This design comes from an exercise in tuning for small area and a short achievable clock period on the open sky130 flow, not from production work.

Setup of old:
## uart_circle_area
module uart_circle_area (
  input         clock,
  input         reset,
  input         rx_i,
  output [7:0]  rx_data,
  output [31:0] area_o,
  output reg    rx_data_valid,
  output reg    rx_error
);
For scale: roughly 35 flip-flops, roughly 45 I/O pins, ~3700 um2 of cells after synthesis.
export LEC_CHECK = 0
export ABC_AREA = 1
export CAP_MARGIN = 20
export CORE_MARGIN = 2
export CORE_UTILIZATION = 40
export SLEW_MARGIN = 20
export SYNTH_HIERARCHICAL = 1
create_clock -name core_clock -period 24.0 [get_ports {clock}]
standard.sh (not shown) runs the stock make flow with config.mk's settings and CLKGATE_MAP_FILE= SYNTH_SCRIPT=/design/flow/synth_recipe.tcl, a recipe that flattens the netlist after the stock synthesis.
==> flow/flow/run.sh <==
#!/bin/bash
# The standard layout (the standard.sh: unchanged synthesis and steps) with
# two differences:
# - the port buffers that global placement puts on every input and output are
#   sky130_fd_sc_hd__buf_2 instead of the resizer's pick;
# - the resizer's setup repair (floorplan, CTS, global route) aims for 18 ns of
#   slack at the design's 24 ns clock, so it also shortens paths that already
#   meet 24 ns. The SDC and the clock period are the standard flow's, unchanged.
cp standard.sh standard.sh.txt
export BUFFER_PORTS_ARGS="-buffer_cell sky130_fd_sc_hd__buf_2"
export SETUP_SLACK_MARGIN=18
bash standard.sh > standard.log 2>&1
Relative to old, the following input files were edited for new:
- a change of ABC_AREA from 1 to 0
diff --git a/flow/flow/run.sh b/flow/flow/run.sh
--- a/flow/flow/run.sh
+++ b/flow/flow/run.sh
@@ -6,3 +6,2 @@
-# - the resizer's setup repair (floorplan, CTS, global route) aims for 18 ns of
-#   slack at the design's 24 ns clock, so it also shortens paths that already
-#   meet 24 ns. The SDC and the clock period are the standard flow's, unchanged.
+# - clock tree synthesis may put all 35 flip-flops in one sink cluster, uses
+#   clkbuf_8 buffers and no dummy loads, so the tree is shallow.
@@ -11 +10 @@
-export SETUP_SLACK_MARGIN=18
+export CTS_ARGS="-sink_clustering_enable -repair_clock_nets -sink_clustering_size 64 -sink_clustering_max_diameter 400 -buf_list sky130_fd_sc_hd__clkbuf_8 -root_buf sky130_fd_sc_hd__clkbuf_8 -dont_use_dummy_load"
==> notes.md <==
- new: full flow OK, the timing, design-rule and antenna checks passed
- Distinct cell type count after synthesis: new vs old up 19%
- Fraction of layout instances using a drive strength above 1: new vs old down 6.0 points
- new against old: via count went down 226, setup slack of the critical path after layout went down 0.14 ns, die footprint went up about 1.3%.
- The startpoint of the worst setup timing path comes out acc[8] in one run and acc[10] in the other, namely in new and old respectively.
Function was not checked in any run of this note: the RTL went through the layout flow alone.


uart_circle_area again, from the RTL that the note above started with.
==> flow/config.mk <==
export PLATFORM = sky130hd
export DESIGN_NAME = uart_circle_area
export DESIGN_NICKNAME = uart_circle_area
export VERILOG_FILES = /design/flow/design.v
export SDC_FILE = /design/flow/constraint.sdc
export NUM_CORES = 4
export LEC_CHECK = 0
export ABC_AREA = 1
export CAP_MARGIN = 20
export CORE_MARGIN = 2
export CORE_UTILIZATION = 40
export CTS_CLUSTER_DIAMETER = 150
export CTS_CLUSTER_SIZE = 40
export SLEW_MARGIN = 20
export SYNTH_HIERARCHICAL = 1
==> flow/constraint.sdc <==
create_clock -name core_clock -period 24.0 [get_ports {clock}]
set_input_delay 4.8000 -clock core_clock [delete_from_list [all_inputs] [get_ports {clock}]]
set_output_delay 4.8000 -clock core_clock [all_outputs]
set_load 0.01 [all_outputs]
==> flow/flow/run.sh <==
#!/bin/bash
# The standard layout (the standard.sh, unchanged synthesis and steps).
# Only difference: the port buffers that global placement inserts on every
# input and output use sky130_fd_sc_hd__buf_2 instead of the resizer's pick.
cp standard.sh standard.sh.txt
export BUFFER_PORTS_ARGS="-buffer_cell sky130_fd_sc_hd__buf_2"
bash standard.sh > standard.log 2>&1
Next try:
--- a/flow/config.mk
+++ b/flow/config.mk
@@ -9,7 +9,6 @@
 export CAP_MARGIN = 20
 export CORE_MARGIN = 2
-export CORE_UTILIZATION = 40
-export CTS_CLUSTER_DIAMETER = 150
-export CTS_CLUSTER_SIZE = 40
+export CORE_UTILIZATION = 80
+export PLACE_DENSITY = 0.9
 export SLEW_MARGIN = 20
 export SYNTH_HIERARCHICAL = 1
Result: Clock skew hardly moves. Setup slack stays flat. Hold slack is about the same. Global-route usage rose by 20 points. Utilization rises by 45 points. Cell count drops by roughly a tenth. Die area goes down by well over a third.
Next try:
==> flow/flow/run.sh (replaced) <==
#!/bin/bash
# The standard layout (the standard.sh: unchanged synthesis and steps) with
# two differences:
# - the port buffers that global placement puts on every input and output are
#   sky130_fd_sc_hd__buf_2 instead of the resizer's pick;
# - clock tree synthesis may put all 35 flip-flops in one sink cluster, uses
#   clkbuf_8 buffers and no dummy loads, so the tree is shallow.
cp standard.sh standard.sh.txt
export BUFFER_PORTS_ARGS="-buffer_cell sky130_fd_sc_hd__buf_2"
export CTS_ARGS="-sink_clustering_enable -repair_clock_nets -sink_clustering_size 64 -sink_clustering_max_diameter 400 -buf_list sky130_fd_sc_hd__clkbuf_8 -root_buf sky130_fd_sc_hd__clkbuf_8 -dont_use_dummy_load"
bash standard.sh > standard.log 2>&1
--- a/flow/config.mk
+++ b/flow/config.mk
@@ -9,6 +9,5 @@
 export CAP_MARGIN = 20
 export CORE_MARGIN = 2
-export CORE_UTILIZATION = 80
-export PLACE_DENSITY = 0.9
+export CORE_UTILIZATION = 40
 export SLEW_MARGIN = 20
 export SYNTH_HIERARCHICAL = 1
Outcome: The changed run finished clean; worst setup slack gets better by 26 ps; wire length came out lower by 9.8%; cell count grows by 12%; non-clock buffer count went up by 1; synthesized area does not change; cell area rises by 1.1%; fmax grows by 0.44%; critical path depth stays the same; via count shrinks by 9.5%; count of clock-buffer cells in the layout decreases by 1.
Next try:
==> flow/flow/run.sh (replaced) <==
#!/bin/bash
# The standard layout (the standard.sh: unchanged synthesis and steps) with
# two differences:
# - the port buffers that global placement puts on every input and output are
#   sky130_fd_sc_hd__buf_2 instead of the resizer's pick;
# - the resizer's setup repair (floorplan, CTS, global route) aims for 18.4 ns of
#   slack at the design's 24 ns clock, so it also shortens paths that already
#   meet 24 ns. The SDC and the clock period are the standard flow's, unchanged.
cp standard.sh standard.sh.txt
export BUFFER_PORTS_ARGS="-buffer_cell sky130_fd_sc_hd__buf_2"
export SETUP_SLACK_MARGIN=18.4
bash standard.sh > standard.log 2>&1
Worst setup slack gains 150 ps.
Maximum frequency grows by 2.7%.
Hold slack is about the same.
First-iteration DRC count grows by about 40%.
Next try:
==> flow/flow/run.sh (replaced) <==
#!/bin/bash
# The standard layout (the standard.sh: unchanged synthesis and steps) with
# two differences:
# - the port buffers that global placement puts on every input and output are
#   sky130_fd_sc_hd__buf_2 instead of the resizer's pick;
# - clock tree synthesis may put all 35 flip-flops in one sink cluster, uses
#   clkbuf_16 buffers and no dummy loads, so the tree is shallow.
cp standard.sh standard.sh.txt
export BUFFER_PORTS_ARGS="-buffer_cell sky130_fd_sc_hd__buf_2"
export CTS_ARGS="-sink_clustering_enable -repair_clock_nets -sink_clustering_size 64 -sink_clustering_max_diameter 400 -buf_list sky130_fd_sc_hd__clkbuf_16 -root_buf sky130_fd_sc_hd__clkbuf_16 -dont_use_dummy_load"
bash standard.sh > standard.log 2>&1
=> Setup slack got worse by 140 ps. Clock skew is about the same. Final cell count went down by 4.6%. Routed wire length went down by about 4.4%.
Next try:
==> flow/flow/run.sh (replaced) <==
#!/bin/bash
# The standard layout (the standard.sh, unchanged synthesis and steps).
# Only difference: the port buffers that global placement inserts on every
# input and output use sky130_fd_sc_hd__buf_2 instead of the resizer's pick.
cp standard.sh standard.sh.txt
export BUFFER_PORTS_ARGS="-buffer_cell sky130_fd_sc_hd__buf_2"
bash standard.sh > standard.log 2>&1
--- a/flow/config.mk
+++ b/flow/config.mk
@@ -9,5 +9,6 @@
 export CAP_MARGIN = 20
 export CORE_MARGIN = 2
-export CORE_UTILIZATION = 40
+export CORE_UTILIZATION = 65
+export PLACE_DENSITY = 0.75
 export SLEW_MARGIN = 20
 export SYNTH_HIERARCHICAL = 1
What happened:
- utilization is higher by 28 points
- synthesized cell count stays the same
- final area fell slightly
- register-to-register slack degrades by 40 ps
- worst setup slack loses 45 ps
- global-route usage goes up by 11 points
Function was not checked in any run of this note: the RTL went through the layout flow alone.

==> what the ideal ports hide <==
In the flow no input, the clock included, has a driving cell. The finished layouts below were timed again as built, in two steps.
Step 1 assumes that a clkbuf_16 drives the clock port and a buf_2 every other input.
Step 2 moves the port delays by t, midway between the first and last clock arrival at a register: inputs arrive t later, outputs are due t later. That takes back most of the time a late clock gives input paths.
Three values: ideal ports, drivers, drivers and shift; two values: the first two.
run	t (ns)	setup slack, ns	hold slack, ns	worst setup path after step 2
old	0.322	18.057 / 18.027 / 18.167	0.459 / 0.459 / 0.459	input to register
new	0.320	17.921 / 17.888 / 18.075	0.497 / 0.497 / 0.497	input to register
the first run of note 2	0.321	18.005 / 17.975 / 18.166	0.459 / 0.459 / 0.459	input to register
the second run of note 2	0.327	18.006 / 17.976 / 18.070	0.460 / 0.460 / 0.460	input to register
the third run of note 2	0.312	18.033 / 18.002 / 18.156	0.459 / 0.459 / 0.459	input to register
the fourth run of note 2	0.321	18.187 / 18.157 / 18.165	0.459 / 0.459 / 0.459	input to register
the fifth run of note 2	0.304	18.047 / 18.014 / 18.155	0.456 / 0.456 / 0.456	input to register
the sixth run of note 2	0.328	18.002 / 17.973 / 18.152	0.472 / 0.472 / 0.472	input to register
After both steps every run listed still meets setup and hold. The setup slack of the fourth run of note 2, which loses most, moves by -0.030 ns with the drivers and by -0.022 ns with both steps.
